This is an optimization exercise on Yosys and OpenROAD, whose aim is small area and a short achievable clock period, not a production implementation.
RTL that was checked went through simulation tests only; none was proved equivalent to the original.
For run 2, only the layout was checked, not whether the RTL still works.
Power and IR drop assume default switching activity.

$ cat flow/design.v
`timescale 1ns / 1ps
module pipeline
	#(
		parameter B=32,
		parameter W=5
	)
	(
		input wire clk,
		input wire reset,
		input wire ena,
		output wire [B-1:0] imem_addr,
		input wire [B-1:0] imem_data,
		output wire [B-1:0] dmem_addr,
		output wire [B-1:0] dmem_wdata,
		output wire dmem_we,
		input wire [B-1:0] dmem_rdata,
		output wire [B-1:0] reg_0,
		output wire [B-1:0] reg_1,
		output wire [B-1:0] reg_2,
		output wire [B-1:0] reg_3,
		output wire [B-1:0] reg_4,
		output wire [B-1:0] reg_5,
		output wire [B-1:0] reg_6,
		output wire [B-1:0] reg_7,
		output wire [B-1:0] reg_8,
		output wire [B-1:0] reg_9,
		output wire [B-1:0] reg_10,
		output wire [B-1:0] reg_11,
		output wire [B-1:0] reg_12,
		output wire [B-1:0] reg_13,
		output wire [B-1:0] reg_14,
		output wire [B-1:0] reg_15,
		output wire [B-1:0] reg_16,
		output wire [B-1:0] reg_17,
		output wire [B-1:0] reg_18,
		output wire [B-1:0] reg_19,
		output wire [B-1:0] reg_20,
		output wire [B-1:0] reg_21,
		output wire [B-1:0] reg_22,
		output wire [B-1:0] reg_23,
		output wire [B-1:0] reg_24,
		output wire [B-1:0] reg_25,
		output wire [B-1:0] reg_26,
		output wire [B-1:0] reg_27,
		output wire [B-1:0] reg_28,
		output wire [B-1:0] reg_29,
		output wire [B-1:0] reg_30,
		output wire [B-1:0] reg_31
	);
	reg  [31:0] pc_reg;
	reg  [31:0] instr_D;
	reg  [31:0] rs_oh, rt_oh;     
	reg  [31:0] r1_E, r2_E;
	reg  [15:0] imm_E;
	reg  [4:0]  rt_E, dest_E;
	reg         fA_E, fB_E;       
	reg         RegWrite_E, MemtoReg_E, MemWrite_E, ALUSrc_E;
	reg  [3:0]  aluc_E;           
	reg  [2:0]  op_E;             
	reg  [31:0] alu_M, sd_M;
	reg  [4:0]  dest_M;
	reg         RegWrite_M, MemtoReg_M, MemWrite_M;
	reg  [31:0] wdec_M;           
	reg         ws_mid, ws_hi, ws_b7, ws_h15;   
	reg  [31:0] rf [0:31];
	wire [31:0] pc = pc_reg;
	assign imem_addr = pc;
	wire [31:0] pc4 = pc + 32'd4;
	wire [5:0] op = instr_D[31:26];
	wire [5:0] fn = instr_D[5:0];
	wire [4:0] rs = instr_D[25:21];
	wire [4:0] rt = instr_D[20:16];
	wire [4:0] rdf = instr_D[15:11];
	wire isR     = (op == 6'b000000);
	wire is_j    = (op == 6'b000010);
	wire is_jal  = (op == 6'b000011);
	wire is_beq  = (op == 6'b000100);
	wire is_bne  = (op == 6'b000101);
	wire jr_jalr = isR & ((fn == 6'b001000) | (fn == 6'b001001));
	wire jump    = jr_jalr | is_j | is_jal;
	wire branch  = is_beq | is_bne;
	reg listed, ALUSrc_D, RegWrite_D, MemtoReg_D, MemWrite_D;
	always @* begin
		listed = 1'b1; ALUSrc_D = 1'b1; RegWrite_D = 1'b0; MemtoReg_D = 1'b0; MemWrite_D = 1'b0;
		case (op)
			6'h04, 6'h05:                      ALUSrc_D = 1'b0;
			6'h08, 6'h0A, 6'h0C, 6'h0D, 6'h0E, 6'h0F: RegWrite_D = 1'b1;
			6'h20, 6'h21, 6'h23, 6'h24, 6'h25, 6'h27: begin RegWrite_D = 1'b1; MemtoReg_D = 1'b1; end
			6'h28, 6'h29, 6'h2B:               MemWrite_D = 1'b1;
			6'h02:                             ALUSrc_D = 1'b0;
			6'h03:                     begin ALUSrc_D = 1'b0; RegWrite_D = 1'b1; end
			default: begin
				listed = 1'b0;
				ALUSrc_D = (fn == 6'h00) | (fn == 6'h02) | (fn == 6'h03);
				RegWrite_D = isR & (fn != 6'h08);
			end
		endcase
	end
	wire RegDst_D = listed ? (is_j | is_jal) : 1'b1;
	reg [3:0] aluc_D;
	always @* begin
		case (op)
			6'h04, 6'h05: aluc_D = 4'd1;
			6'h08:        aluc_D = 4'd0;
			6'h0A:        aluc_D = 4'd6;
			6'h0C:        aluc_D = 4'd2;
			6'h0D:        aluc_D = 4'd3;
			6'h0E:        aluc_D = 4'd4;
			6'h0F:        aluc_D = 4'd13;
			6'h20, 6'h21, 6'h23, 6'h24, 6'h25, 6'h27,
			6'h28, 6'h29, 6'h2B, 6'h03: aluc_D = 4'd0;
			default:
				case (fn)
					6'h20: aluc_D = 4'd0;
					6'h22: aluc_D = 4'd1;
					6'h24: aluc_D = 4'd2;
					6'h25: aluc_D = 4'd3;
					6'h26: aluc_D = 4'd4;
					6'h27: aluc_D = 4'd5;
					6'h2A: aluc_D = 4'd6;
					6'h00: aluc_D = 4'd7;
					6'h02: aluc_D = 4'd8;
					6'h03: aluc_D = 4'd9;
					6'h04: aluc_D = 4'd10;
					6'h06: aluc_D = 4'd11;
					6'h07: aluc_D = 4'd12;
					6'h09: aluc_D = 4'd0;
					default: aluc_D = 4'd15;
				endcase
		endcase
	end
	reg [31:0] data1, data2;
	integer ri;
	always @* begin
		data1 = 32'd0;
		data2 = 32'd0;
		for (ri = 0; ri < 32; ri = ri + 1) begin
			data1 = data1 | (rf[ri] & {32{rs_oh[ri]}});
			data2 = data2 | (rf[ri] & {32{rt_oh[ri]}});
		end
	end
	wire FAD = (rs != 5'd0) & ((rs == dest_M) | dest_E[0]) & RegWrite_M;
	wire FBD = (rt != 5'd0) & ((rt == dest_M) | dest_E[0]) & RegWrite_M;
	wire eq_dd = (data1 == data2);
	wire eq_ad = (alu_M == data2);
	wire eq_da = (data1 == alu_M);
	wire eq = FAD ? (FBD | eq_ad) : (FBD ? eq_da : eq_dd);
	wire taken = (is_beq & eq) | (is_bne & ~eq);
	wire [31:0] se_D = {{16{instr_D[15]}}, instr_D[15:0]};
	wire [31:0] br_target = pc + {se_D[29:0], 2'b00};
	wire [31:0] pc_j = {pc[31:28], instr_D[25:0], 2'b00};
	wire lwstall = ((rt_E == rs) | (rt_E == rt)) & MemtoReg_E;
	wire branchstall = branch & ((RegWrite_E & ((dest_E == rs) | (dest_E == rt))) |
	                             (MemtoReg_M & ((dest_M == rs) | (dest_M == rt))));
	wire stall = lwstall | branchstall;
	wire flushIFID = ~stall & (jump | taken);
	wire [31:0] reg_data1 = jump ? pc : data1;
	wire [31:0] reg_data2 = jump ? 32'd4 : data2;
	wire [4:0]  rd_D = (jump & ~jr_jalr) ? 5'd31 : rdf;
	wire [4:0]  dest_D = RegDst_D ? rd_D : rt;
	wire [31:0] wd_M;
	wire pfA = (rs != 5'd0) & (rs == dest_M) & RegWrite_M;
	wire pfB = (rt != 5'd0) & (rt == dest_M) & RegWrite_M;
	wire fA_D = (rs != 5'd0) & (rs == dest_E) & RegWrite_E;
	wire fB_D = (rt != 5'd0) & (rt == dest_E) & RegWrite_E;
	wire [31:0] A = fA_E ? alu_M : r1_E;
	wire [31:0] Bv = fB_E ? alu_M : r2_E;
	wire [31:0] se_E = {{16{imm_E[15]}}, imm_E};
	wire [31:0] op2 = ALUSrc_E ? se_E : Bv;
	wire [3:0]  aluc = aluc_E ^ 4'b0111;
	wire do_sub = (aluc == 4'd1) | (aluc == 4'd6);
	wire [31:0] addb = do_sub ? ~op2 : op2;
	wire [31:0] sum = A + addb + {31'd0, do_sub};
	wire slt = (A[31] ^ op2[31]) ? A[31] : sum[31];
	wire sh_var   = (aluc == 4'd10) | (aluc == 4'd11) | (aluc == 4'd12);
	wire sh_left  = (aluc == 4'd7) | (aluc == 4'd10);
	wire sh_arith = (aluc == 4'd9) | (aluc == 4'd12);
	wire [31:0] sh_val = sh_var ? op2 : A;
	wire [4:0]  sh_amt = sh_var ? A[4:0] : op2[10:6];
	wire        sh_big = sh_var & (|A[31:5]);
	wire        sh_fill = sh_arith & sh_val[31];
	reg  [31:0] sh_in, sh_rev;
	integer k;
	always @* for (k = 0; k < 32; k = k + 1) sh_in[k] = sh_left ? sh_val[31-k] : sh_val[k];
	wire [63:0] sh_ext = {{32{sh_fill}}, sh_in};
	wire [31:0] sh_r0 = sh_ext[sh_amt +: 32];
	wire [31:0] sh_r = sh_big ? {32{sh_fill}} : sh_r0;
	always @* for (k = 0; k < 32; k = k + 1) sh_rev[k] = sh_left ? sh_r[31-k] : sh_r[k];
	reg [31:0] alu_E;
	always @* begin
		case (aluc)
			4'd0, 4'd1: alu_E = sum;
			4'd2:  alu_E = A & op2;
			4'd3:  alu_E = A | op2;
			4'd4:  alu_E = A ^ op2;
			4'd5:  alu_E = ~(A | op2);
			4'd6:  alu_E = {31'd0, slt};
			4'd7, 4'd8, 4'd9, 4'd10, 4'd11, 4'd12: alu_E = sh_rev;
			4'd13: alu_E = {op2[15:0], 16'd0};
			default: alu_E = 32'hFFFFFFFF;
		endcase
	end
	reg [31:0] sd_E;
	always @* begin
		case (op_E[1:0])
			2'b00: sd_E = {{24{Bv[7]}}, Bv[7:0]};
			2'b01: sd_E = {{16{Bv[15]}}, Bv[15:0]};
			2'b10: sd_E = 32'd0;
			default: sd_E = Bv;
		endcase
	end
	assign dmem_addr = alu_M;
	assign dmem_wdata = sd_M;
	assign dmem_we = MemWrite_M;
	wire ws_b7x  = ws_b7 & dmem_rdata[7];
	wire ws_h15x = ws_h15 & dmem_rdata[15];
	genvar gj;
	generate
		for (gj = 0; gj < 32; gj = gj + 1) begin : g_wd
			if (gj < 8)
				assign wd_M[gj] = MemtoReg_M ? dmem_rdata[gj] : alu_M[gj];
			else if (gj < 16)
				assign wd_M[gj] = (~MemtoReg_M & alu_M[gj]) | (ws_mid & dmem_rdata[gj]) | ws_b7x;
			else
				assign wd_M[gj] = (~MemtoReg_M & alu_M[gj]) | (ws_hi & dmem_rdata[gj]) | ws_b7x | ws_h15x;
		end
	endgenerate
	wire [31:0] pc_jump = jr_jalr ? ((FAD | FBD) ? alu_E : data1) : pc_j;
	always @(posedge clk) begin
		if (reset)
			pc_reg <= 32'd0;
		else if (ena & ~stall)
			pc_reg <= taken ? br_target : (jump ? pc_jump : pc4);
	end
	wire [31:0] instr_F = flushIFID ? 32'd0 : imem_data;
	always @(posedge clk) begin
		if (reset) begin
			instr_D <= 32'd0;
			rs_oh <= 32'd1;
			rt_oh <= 32'd1;
		end else if (ena & ~stall) begin
			instr_D <= instr_F;
			rs_oh <= 32'd1 << instr_F[25:21];
			rt_oh <= 32'd1 << instr_F[20:16];
		end
	end
	always @(posedge clk) begin
		if (reset | (ena & stall)) begin
			r1_E <= 32'd0; r2_E <= 32'd0; imm_E <= 16'd0;
			rt_E <= 5'd0; dest_E <= 5'd0; fA_E <= 1'b0; fB_E <= 1'b0;
			RegWrite_E <= 1'b0; MemtoReg_E <= 1'b0; MemWrite_E <= 1'b0; ALUSrc_E <= 1'b0;
			aluc_E <= 4'd0; op_E <= 3'd0;
		end else if (ena) begin
			r1_E <= pfA ? wd_M : reg_data1;
			r2_E <= pfB ? wd_M : reg_data2;
			imm_E <= instr_D[15:0];
			rt_E <= rt; dest_E <= dest_D; fA_E <= fA_D; fB_E <= fB_D;
			RegWrite_E <= RegWrite_D; MemtoReg_E <= MemtoReg_D; MemWrite_E <= MemWrite_D;
			ALUSrc_E <= ALUSrc_D; aluc_E <= aluc_D ^ 4'b0111; op_E <= op[2:0];
		end
	end
	always @(posedge clk) begin
		if (reset) begin
			alu_M <= 32'd0; dest_M <= 5'd0;
			RegWrite_M <= 1'b0; MemtoReg_M <= 1'b0; MemWrite_M <= 1'b0;
			wdec_M <= 32'd0; ws_mid <= 1'b0; ws_hi <= 1'b0; ws_b7 <= 1'b0; ws_h15 <= 1'b0;
		end else if (ena) begin
			alu_M <= alu_E; dest_M <= dest_E;
			RegWrite_M <= RegWrite_E; MemtoReg_M <= MemtoReg_E; MemWrite_M <= MemWrite_E;
			wdec_M <= {32{RegWrite_E}} & (32'd1 << dest_E);
			ws_mid <= MemtoReg_E & op_E[0];                       
			ws_hi  <= MemtoReg_E & op_E[1];                       
			ws_b7  <= MemtoReg_E & ~op_E[0] & ~op_E[2];           
			ws_h15 <= MemtoReg_E & op_E[0] & ~op_E[1] & ~op_E[2];  
		end
	end
	always @(posedge clk)
		if (ena) sd_M <= sd_E;
	genvar gi;
	generate
		for (gi = 0; gi < 32; gi = gi + 1) begin : g_rf
			always @(posedge clk or posedge reset) begin
				if (reset)
					rf[gi] <= 32'd0;
				else if (ena & wdec_M[gi])
					rf[gi] <= wd_M;
			end
		end
	endgenerate
	assign reg_0 = rf[0];
	assign reg_1 = rf[1];
	assign reg_2 = rf[2];
	assign reg_3 = rf[3];
	assign reg_4 = rf[4];
	assign reg_5 = rf[5];
	assign reg_6 = rf[6];
	assign reg_7 = rf[7];
	assign reg_8 = rf[8];
	assign reg_9 = rf[9];
	assign reg_10 = rf[10];
	assign reg_11 = rf[11];
	assign reg_12 = rf[12];
	assign reg_13 = rf[13];
	assign reg_14 = rf[14];
	assign reg_15 = rf[15];
	assign reg_16 = rf[16];
	assign reg_17 = rf[17];
	assign reg_18 = rf[18];
	assign reg_19 = rf[19];
	assign reg_20 = rf[20];
	assign reg_21 = rf[21];
	assign reg_22 = rf[22];
	assign reg_23 = rf[23];
	assign reg_24 = rf[24];
	assign reg_25 = rf[25];
	assign reg_26 = rf[26];
	assign reg_27 = rf[27];
	assign reg_28 = rf[28];
	assign reg_29 = rf[29];
	assign reg_30 = rf[30];
	assign reg_31 = rf[31];
endmodule
$ cat flow/flow/run.sh
#!/bin/bash
# Own flow: the standard layout (standard.sh, unchanged synthesis), with
#  - port buffers of the smallest buffer cell (buf_1) instead of the default pick,
#  - a larger setup-repair margin, so that repair_timing keeps improving the
#    critical paths beyond the 12.5 ns clock (the SDC is not changed).
# The make output goes to flow_make.log in the work folder; ORFS writes each
# tool's own log under orfs/logs/.
set -euo pipefail
export BUFFER_PORTS_ARGS="-buffer_cell sky130_fd_sc_hd__buf_1"
export SETUP_SLACK_MARGIN=8
bash standard.sh > flow_make.log 2>&1
$ cat flow/standard.sh
#!/bin/bash
# synth_recipe.tcl (not shown) runs the flow's synth.tcl, then flattens the netlist and writes it again
# the make line also repeats each setting of config.mk as NAME=value (left out here)
make -C /OpenROAD-flow-scripts/flow DESIGN_CONFIG=/design/flow/config.mk WORK_HOME=/design/flow/orfs CLKGATE_MAP_FILE= SYNTH_SCRIPT=/design/flow/synth_recipe.tcl "${@:-finish}"
$ cat flow/config.mk
export PLATFORM = sky130hd
export DESIGN_NAME = pipeline
export DESIGN_NICKNAME = pipeline
export VERILOG_FILES = /design/flow/design.v
export SDC_FILE = /design/flow/constraint.sdc
export NUM_CORES = 4
export LEC_CHECK = 0
export CAP_MARGIN = 20
export CORE_MARGIN = 2
export CORE_UTILIZATION = 40
export SLEW_MARGIN = 20
$ cat flow/constraint.sdc
create_clock -name core_clock -period 12.5 [get_ports {clk}]
set_input_delay 2.5000 -clock core_clock [delete_from_list [all_inputs] [get_ports {clk}]]
set_output_delay 2.5000 -clock core_clock [all_outputs]
set_load 0.01 [all_outputs]
==> impl_metrics.toml, run 1 <==
[sta]
post-route-period-util_pct = 41.3
relSlewSlack_pct = 15.8
worst_slew_pin_slew_ns = 1.26
fin_skew_ns = 0.0543
setup-violations-final = 0
finalCriticalPeriod_ns = 5.16
slew_viol_final = 0
rsz0062_at_grt = "true"
hold_viol = 0
setup-tns-final_ns = 0
fmax_ghz = 0.194

[synth]
yosysTopAreaCell = "dfrtp_1"
synth_area_per_cell_um2 = 8.78
ys.flop_type = "dfrtp_1"
yosysMostFrequentCell = "nor2_1"
yosysSeqAreaShare_pct = 44.7
syn_nets = 8548
ys_warn_count = 2
synth_top_area_share_pct = 34.9
synth_commonest_cells = "nor2_1 (1420), a21oi_1 (1254), a22oi_1 (1042), dfrtp_1 (1024), clkbuf_1 (541)"
synth_cells = 8353
synth_edf_count = 32
ys_ff_latch = 1367
synth_cell_types = 102
yosys-top-cells-area = "dfrtp_1 (35%), a22oi_1 (11%), a21oi_1 (8.6%)"
synth_area_mm2 = 0.0734
async_reset_ff_share_pct = 74.9

[finish]
largest_register = "rf"
final_nets = 9736
final_area_mm2 = 0.0940
area_growth_pct = 28.2
final_core_util_pct = 51.5
largest_reg_flops = 1024
drive_above_1_share_pct = 15.9

[clock_tree]
clk_latency_ns = 0.91
cts-root-buf = "clkbuf_16"
path_clk_slew_ns = 0.06
h-tree-depth = 4
cts_tree = "built"
cts_buffers = 156
clk_path_buf_depth = 3
ctsHoldBuffers = 0
cts.sinks = 1367

[route]
drt-total-wl_mm = 594
vias_per_cell = 7.53
drc = 0
initialDrtViolationCount = 17700
postRouteAntennaNets = 0
drtPass1Iterations = 12
wl_per_cell_um = 49.1
vias = 91200

[die]
io_pins = 1188
core_area_mm2 = 0.183
fp.dieW_um = 432
die_h_um = 432
rows = 157
die_area_mm2 = 0.187
start_util_pct = 40.2

[power_and_ir_drop]
powerDensity_mw_per_mm2 = 161
finalPower_mw = 15.2
leakagePower_nw = 39.1
ir_drop_mv = 0.129

[placement]
portBuffers = 1187
place.gp.congestion = 1.09
hpwl_mm = 398
dpl_cell_area_mm2 = 0.0809

[global_route]
antenna_found_initial = 52
overflow = 0
grt_use_total_pct = 61.1
grt_pass1_wl_mm = 768
grt_max_degree = 104
first_global_vias = 80800

[critical_path]
ff2ff_setup_slack_ns = 7.34
path_class = "flop to flop"
critPathRequiredTime_ns = 13.20
path_max_fanout = 25
arrival_ns = 5.87
end_kind = "flop"
start_kind = "flop"

[run]
cap_violations = 0

[worst_hold_path]
min_path_type = "flop to flop"

[status]
status = "timing/DRC/antenna clean"
[metrics by stage]
stage / worst slack (ns) / hold WS [ns] / cells
after global placement: 5.90 / 0.451 / 11400
after detailed placement: 6.05 / 0.453 / 11400
final: 7.34 / 0.487 / 12100
after floorplan: 6.33 / 0.439 / 8353
after global routing: 7.43 / 0.506 / 12100
after CTS: 7.65 / 0.479 / 12000
[cell type report]
type | count | area, µm²
clock inverter | 71 | 1040
clock buffer | 219 | 4500
antenna | 60 | 150
inverter | 118 | 478
sequential | 1367 | 33100
multi-input combinational | 6066 | 40000
timing repair buffer | 1832 | 11800
fill | 17100 | 88700
tap | 2385 | 2980
[cell usage in the layout, fill, tap and decap left out, types with 38 or more instances in the layout]
master     netlist  routed
nand2b_1        51      49
a22oi_2          0      57
ha_1           126     122
dfxtp_1        311     224
nand4_1        270     270
nand3_1        126     124
or3_1           40      40
buf_12           0      79
xor2_1          60      59
a21o_1          44      43
a22oi_1       1042     985
diode_2          0      60
o21ai_0        184     155
dfrtp_1       1024    1013
inv_1          112     110
a211oi_1        51      45
o211ai_1       102     102
xnor2_1        132     125
clkbuf_16        0     158
a221oi_1        89      53
dfxtp_2          0      40
dfxtp_4          0      47
nor4_4           0      40
buf_4            8     424
nor3_1          53      44
buf_6            6      68
a21oi_1       1254    1222
a22o_1          38      38
mux2i_1        179     147
buf_1          122    1175
nand2_1        284     276
nor2_1        1420    1408
[cell families (layout without fill, tap and decap cells)]
group | after synthesis | after routing | share of synthesized area [%]
buffers and inverters | 923 | 2240 | 5.05
multiplexers | 254 | 255 | 4.10
other | 0 | 60 | 0
XOR/XNOR | 192 | 192 | 2.29
adder cells (fa/ha/maj) | 128 | 128 | 2.20
AND/OR/NAND/NOR | 2469 | 2471 | 15.2
flip-flops | 1367 | 1367 | 44.7
AO/OA/AOI/OAI | 3020 | 3020 | 26.5
[what timing repair did]
| action | CTS | global route |
|---|---|---|
| cloned | 33 | 2 |
| gates resized for setup | 633 | 209 |
| setup buffers | 236 | 94 |
| endpoints found under the hold margin | 0 | 0 |
| pin swaps | 133 | 119 |
| endpoints found under the setup margin | 1311 | 719 |
[power by group]
part	leakage, nW	internal [mW]	switching, mW	total [mW]
logic	19.4	1.53	3.05	4.58
clock network	2.69	2.90	2.17	5.06
registers	17.1	4.71	0.799	5.51
total	39.1	9.14	6.02	15.2
[per-layer routing]
metal	track usage [%]	part of all wire, %	vias to the layer above
met3	33.3	16	3494
li1	-	-	33300
met2	80.7	38	10000
met4	58.8	13	71
met5	10.1	0.38	-
met1	67.6	32	44300
[worst max-delay path: stages, from the launching register on]
cell and delay [ns]:
dfxtp_2 0.71, buf_6 0.59, a22oi_1 0.20, nand4_1 0.25, nor4_4 0.08, buf_6 0.18, xor2_1 0.20, a2111oi_4 0.34
nand4_1 0.15, buf_6 0.16, o311ai_4 0.24, nor3b_4 0.32, buf_12 0.18, nor2_4 0.05, buf_12 0.17, buf_6 0.12
buf_12 0.12, buf_8 0.12, buf_16 0.12, buf_4 0.13, nor4b_4 0.12, buf_6 0.16, nand4_1 0.09, a21oi_1 0.08
[final timing paths]
path / startpoint / cells past startpoint / to
min in group asynchronous: reset / 2 / rf[29][16]$_DFFE_PP0P_
worst min register to register: fA_E$_SDFFE_PP0P_ / 2 / fA_E$_SDFFE_PP0P_
max in group asynchronous: reset / 5 / rf[28][3]$_DFFE_PP0P_
worst max register to register: rs_oh[11]$_SDFFE_PP0P_ / 23 / rs_oh[15]$_SDFFE_PP0P_
worst min-delay path: fA_E$_SDFFE_PP0P_ / 2 / fA_E$_SDFFE_PP0P_
worst max-delay path: rs_oh[11]$_SDFFE_PP0P_ / 23 / rs_oh[15]$_SDFFE_PP0P_
==> run 2, diff against run 1 <==
--- a/flow/design.v
+++ b/flow/design.v
@@ -48,8 +48,8 @@
 		output wire [B-1:0] reg_31
 	);
 	reg  [31:0] pc_reg;
+	reg         pc_sel;           
 	reg  [31:0] instr_D;
-	reg  [31:0] rs_oh, rt_oh;     
 	reg  [31:0] r1_E, r2_E;
 	reg  [15:0] imm_E;
 	reg  [4:0]  rt_E, dest_E;
@@ -60,10 +60,9 @@
 	reg  [31:0] alu_M, sd_M;
 	reg  [4:0]  dest_M;
 	reg         RegWrite_M, MemtoReg_M, MemWrite_M;
-	reg  [31:0] wdec_M;           
-	reg         ws_mid, ws_hi, ws_b7, ws_h15;   
+	reg  [2:0]  op_M;
 	reg  [31:0] rf [0:31];
-	wire [31:0] pc = pc_reg;
+	wire [31:0] pc = pc_sel ? alu_M : pc_reg;
 	assign imem_addr = pc;
 	wire [31:0] pc4 = pc + 32'd4;
 	wire [5:0] op = instr_D[31:26];
@@ -129,22 +128,13 @@
 				endcase
 		endcase
 	end
-	reg [31:0] data1, data2;
-	integer ri;
-	always @* begin
-		data1 = 32'd0;
-		data2 = 32'd0;
-		for (ri = 0; ri < 32; ri = ri + 1) begin
-			data1 = data1 | (rf[ri] & {32{rs_oh[ri]}});
-			data2 = data2 | (rf[ri] & {32{rt_oh[ri]}});
-		end
-	end
+	wire [31:0] data1 = rf[rs];
+	wire [31:0] data2 = rf[rt];
 	wire FAD = (rs != 5'd0) & ((rs == dest_M) | dest_E[0]) & RegWrite_M;
 	wire FBD = (rt != 5'd0) & ((rt == dest_M) | dest_E[0]) & RegWrite_M;
-	wire eq_dd = (data1 == data2);
-	wire eq_ad = (alu_M == data2);
-	wire eq_da = (data1 == alu_M);
-	wire eq = FAD ? (FBD | eq_ad) : (FBD ? eq_da : eq_dd);
+	wire [31:0] cmpA = FAD ? alu_M : data1;
+	wire [31:0] cmpB = FBD ? alu_M : data2;
+	wire eq = (cmpA == cmpB);
 	wire taken = (is_beq & eq) | (is_bne & ~eq);
 	wire [31:0] se_D = {{16{instr_D[15]}}, instr_D[15:0]};
 	wire [31:0] br_target = pc + {se_D[29:0], 2'b00};
@@ -212,37 +202,41 @@
 	assign dmem_addr = alu_M;
 	assign dmem_wdata = sd_M;
 	assign dmem_we = MemWrite_M;
-	wire ws_b7x  = ws_b7 & dmem_rdata[7];
-	wire ws_h15x = ws_h15 & dmem_rdata[15];
-	genvar gj;
-	generate
-		for (gj = 0; gj < 32; gj = gj + 1) begin : g_wd
-			if (gj < 8)
-				assign wd_M[gj] = MemtoReg_M ? dmem_rdata[gj] : alu_M[gj];
-			else if (gj < 16)
-				assign wd_M[gj] = (~MemtoReg_M & alu_M[gj]) | (ws_mid & dmem_rdata[gj]) | ws_b7x;
-			else
-				assign wd_M[gj] = (~MemtoReg_M & alu_M[gj]) | (ws_hi & dmem_rdata[gj]) | ws_b7x | ws_h15x;
-		end
-	endgenerate
-	wire [31:0] pc_jump = jr_jalr ? ((FAD | FBD) ? alu_E : data1) : pc_j;
+	reg [31:0] ld;
+	always @* begin
+		case (op_M[1:0])
+			2'b00: ld = {{24{dmem_rdata[7] & ~op_M[2]}}, dmem_rdata[7:0]};
+			2'b01: ld = {{16{dmem_rdata[15] & ~op_M[2]}}, dmem_rdata[15:0]};
+			2'b10: ld = 32'd0;
+			default: ld = dmem_rdata;
+		endcase
+	end
+	assign wd_M = MemtoReg_M ? ld : alu_M;
 	always @(posedge clk) begin
-		if (reset)
+		if (reset) begin
 			pc_reg <= 32'd0;
-		else if (ena & ~stall)
-			pc_reg <= taken ? br_target : (jump ? pc_jump : pc4);
+			pc_sel <= 1'b0;
+		end else if (ena) begin
+			if (stall) begin
+				pc_reg <= pc;
+				pc_sel <= 1'b0;
+			end else if (taken) begin
+				pc_reg <= br_target;
+				pc_sel <= 1'b0;
+			end else if (jump) begin
+				pc_reg <= jr_jalr ? data1 : pc_j;
+				pc_sel <= jr_jalr & (FAD | FBD);
+			end else begin
+				pc_reg <= pc4;
+				pc_sel <= 1'b0;
+			end
+		end
 	end
-	wire [31:0] instr_F = flushIFID ? 32'd0 : imem_data;
 	always @(posedge clk) begin
-		if (reset) begin
+		if (reset)
 			instr_D <= 32'd0;
-			rs_oh <= 32'd1;
-			rt_oh <= 32'd1;
-		end else if (ena & ~stall) begin
-			instr_D <= instr_F;
-			rs_oh <= 32'd1 << instr_F[25:21];
-			rt_oh <= 32'd1 << instr_F[20:16];
-		end
+		else if (ena & ~stall)
+			instr_D <= flushIFID ? 32'd0 : imem_data;
 	end
 	always @(posedge clk) begin
 		if (reset | (ena & stall)) begin
@@ -262,16 +256,10 @@
 	always @(posedge clk) begin
 		if (reset) begin
 			alu_M <= 32'd0; dest_M <= 5'd0;
-			RegWrite_M <= 1'b0; MemtoReg_M <= 1'b0; MemWrite_M <= 1'b0;
-			wdec_M <= 32'd0; ws_mid <= 1'b0; ws_hi <= 1'b0; ws_b7 <= 1'b0; ws_h15 <= 1'b0;
+			RegWrite_M <= 1'b0; MemtoReg_M <= 1'b0; MemWrite_M <= 1'b0; op_M <= 3'd0;
 		end else if (ena) begin
 			alu_M <= alu_E; dest_M <= dest_E;
-			RegWrite_M <= RegWrite_E; MemtoReg_M <= MemtoReg_E; MemWrite_M <= MemWrite_E;
-			wdec_M <= {32{RegWrite_E}} & (32'd1 << dest_E);
-			ws_mid <= MemtoReg_E & op_E[0];                       
-			ws_hi  <= MemtoReg_E & op_E[1];                       
-			ws_b7  <= MemtoReg_E & ~op_E[0] & ~op_E[2];           
-			ws_h15 <= MemtoReg_E & op_E[0] & ~op_E[1] & ~op_E[2];  
+			RegWrite_M <= RegWrite_E; MemtoReg_M <= MemtoReg_E; MemWrite_M <= MemWrite_E; op_M <= op_E;
 		end
 	end
 	always @(posedge clk)
@@ -282,7 +270,7 @@
 			always @(posedge clk or posedge reset) begin
 				if (reset)
 					rf[gi] <= 32'd0;
-				else if (ena & wdec_M[gi])
+				else if (ena & RegWrite_M & (dest_M == gi))
 					rf[gi] <= wd_M;
 			end
 		end
--- a/flow/config.mk
+++ b/flow/config.mk
@@ -7,5 +7,5 @@
 export LEC_CHECK = 0
 export CAP_MARGIN = 20
 export CORE_MARGIN = 2
-export CORE_UTILIZATION = 40
+export CORE_UTILIZATION = 50
 export SLEW_MARGIN = 20
==> run 2 against run 1 <==
The flow now stops in 5_1_grt. Synthesized area rose by 1.4%. Synthesized cell count increased by 8.8%.
==> impl_metrics.toml, run 2 <==
[global_route]
grt_max_degree = 172
overflow = 3
grt_use_total_pct = 79.1

[synth]
ys_warn_count = 2
yosysTopAreaCell = "dfrtp_1"
synth_compound_area_share_pct = 21.8
async_reset_ff_share_pct = 80.6
ys.flop_type = "dfrtp_1"
synth_area_per_cell_um2 = 8.19
syn_nets = 9280
synth_simple_gate_area_share_pct = 22.7
synth_top_family_by_area = "simple AND/OR/NAND/NOR gates"
synth_edf_count = 32
synth_xor_xnor_area_share_pct = 1.96
yosysSeqAreaShare_pct = 41.5
synth_area_mm2 = 0.0744
synth_cell_types = 95
synth_fa_ha_area_share_pct = 2.17
yosysMostFrequentCell = "nand2_1"
ys_ff_latch = 1271
synth_commonest_cells = "nand2_1 (1377), o21ai_0 (1265), dfrtp_1 (1024), nand3_1 (931), clkbuf_1 (722)"
synth_top_area_share_pct = 34.4
synthMuxAreaShare_pct = 4.38
yosys-top-cells-area = "dfrtp_1 (34%), o21ai_0 (8.5%), nand2_1 (6.9%)"
synth_cells = 9085

[clock_tree]
cts-root-buf = "clkbuf_16"
clk_path_buf_depth = 3
cts.sinks = 1271
h-tree-depth = 4
cts_buffers = 136

[die]
die_h_um = 390
fp.dieW_um = 390
rows = 141
io_pins = 1188
start_util_pct = 50.3

[status]
error = "[ERROR GRT-0232] Routing congestion too high. Check the congestion heatmap in the GUI."
status = "did not finish"
haltStage = "5_1_grt"

[placement]
hpwl_mm = 395
place_ws_ns = 4.40
dp_cells = 11600
place.gp.congestion = 1.18
dpl_cell_area_mm2 = 0.0810
portBuffers = 1187
==> run 2: cell types whose count changed after synthesis, moves of 610 or more <==
cell / delta
nand2_1: +1093
o21ai_0: +1081
nor2_1: -1027
a21oi_1: -982
nand3_1: +805
a22oi_1: -610
==> run 2: metrics by stage <==
stage | hold slack, ns | utilization [%]
after floorplan | 0.437 | -
after global placement | 0.447 | 54.7
after detailed placement | 0.452 | 54.8
after CTS | 0.484 | 63.3
==> run 2: metal layers <==
| metal | overflow | track usage, % |
|---|---|---|
| met1 | 1 | 81.9 |
| met2 | 1 | 90.9 |
| met3 | 0 | 65.1 |
| met4 | 1 | 79.6 |
| met5 | 0 | 34.4 |
==> run 2: timing repair <==
action                                  4_1_cts
pin swaps                                   155
endpoints found under the setup margin     1018
gates cloned                                 54
hold buffers                                  0
setup buffers                               407
resized for setup                           739
==> run 2: cell families after synthesis <==
| family | Yosys count |
|---|---|
| AND/OR/NAND/NOR | 3581 |
| AO/OA/AOI/OAI | 2611 |
| flip-flops | 1271 |
| buffers and inverters | 1047 |
| multiplexers | 281 |
| XOR/XNOR | 166 |
| adder cells (fa/ha/maj) | 128 |
==> run 2: power by group through the flow <==
stage / registers [mW] / clock network, mW / logic, mW
after floorplan: 4.44 / 0 / 1.55
after global placement: 4.56 / 0 / 2.68
after CTS: 4.49 / 4.23 / 3.13
after detailed placement: 4.56 / 0 / 2.72
==> run 2: how the worst max path moves through the flow <==
stage	startpoint	to	slack, ns	depth (start not counted)
after floorplan	reset	flop	6.79	8
after global placement	instr_D[25]$_SDFFE_PP0P_	flop	4.46	20
after detailed placement	instr_D[25]$_SDFFE_PP0P_	flop	4.40	21
after CTS	instr_D[17]$_SDFFE_PP0P_	flop	7.08	25

-- re-timing with driven ports --
No port has a modelled driver above. Below, the same layout with a new extraction and two added sets of constraints. Step 1 sets driving cells, clkbuf_16 on the clock port and buf_2 on the other inputs (assumed; they add their load-dependent delay and slew). Step 2, shift: input delay + t, output delay - t, t = (earliest + latest rising clock arrival at the registers) / 2. This alone moves slack from input paths to output paths. Slacks: ideal ports / drivers / drivers and shift; pairs: ideal ports / drivers.
run: run 1
t (ns): 0.987
setup WS [ns]: 7.338 / 7.338 / 6.980
clock arrival spread, ns: 0.055 / 0.055
slew at the worst register clock pin (ns): 0.08 / 0.08
cell pins on the clock port's net: 1
After both steps setup and hold are still met in run 1. The setup slack of run 1 moves by 0.000 ns with the drivers and by -0.358 ns with both steps.
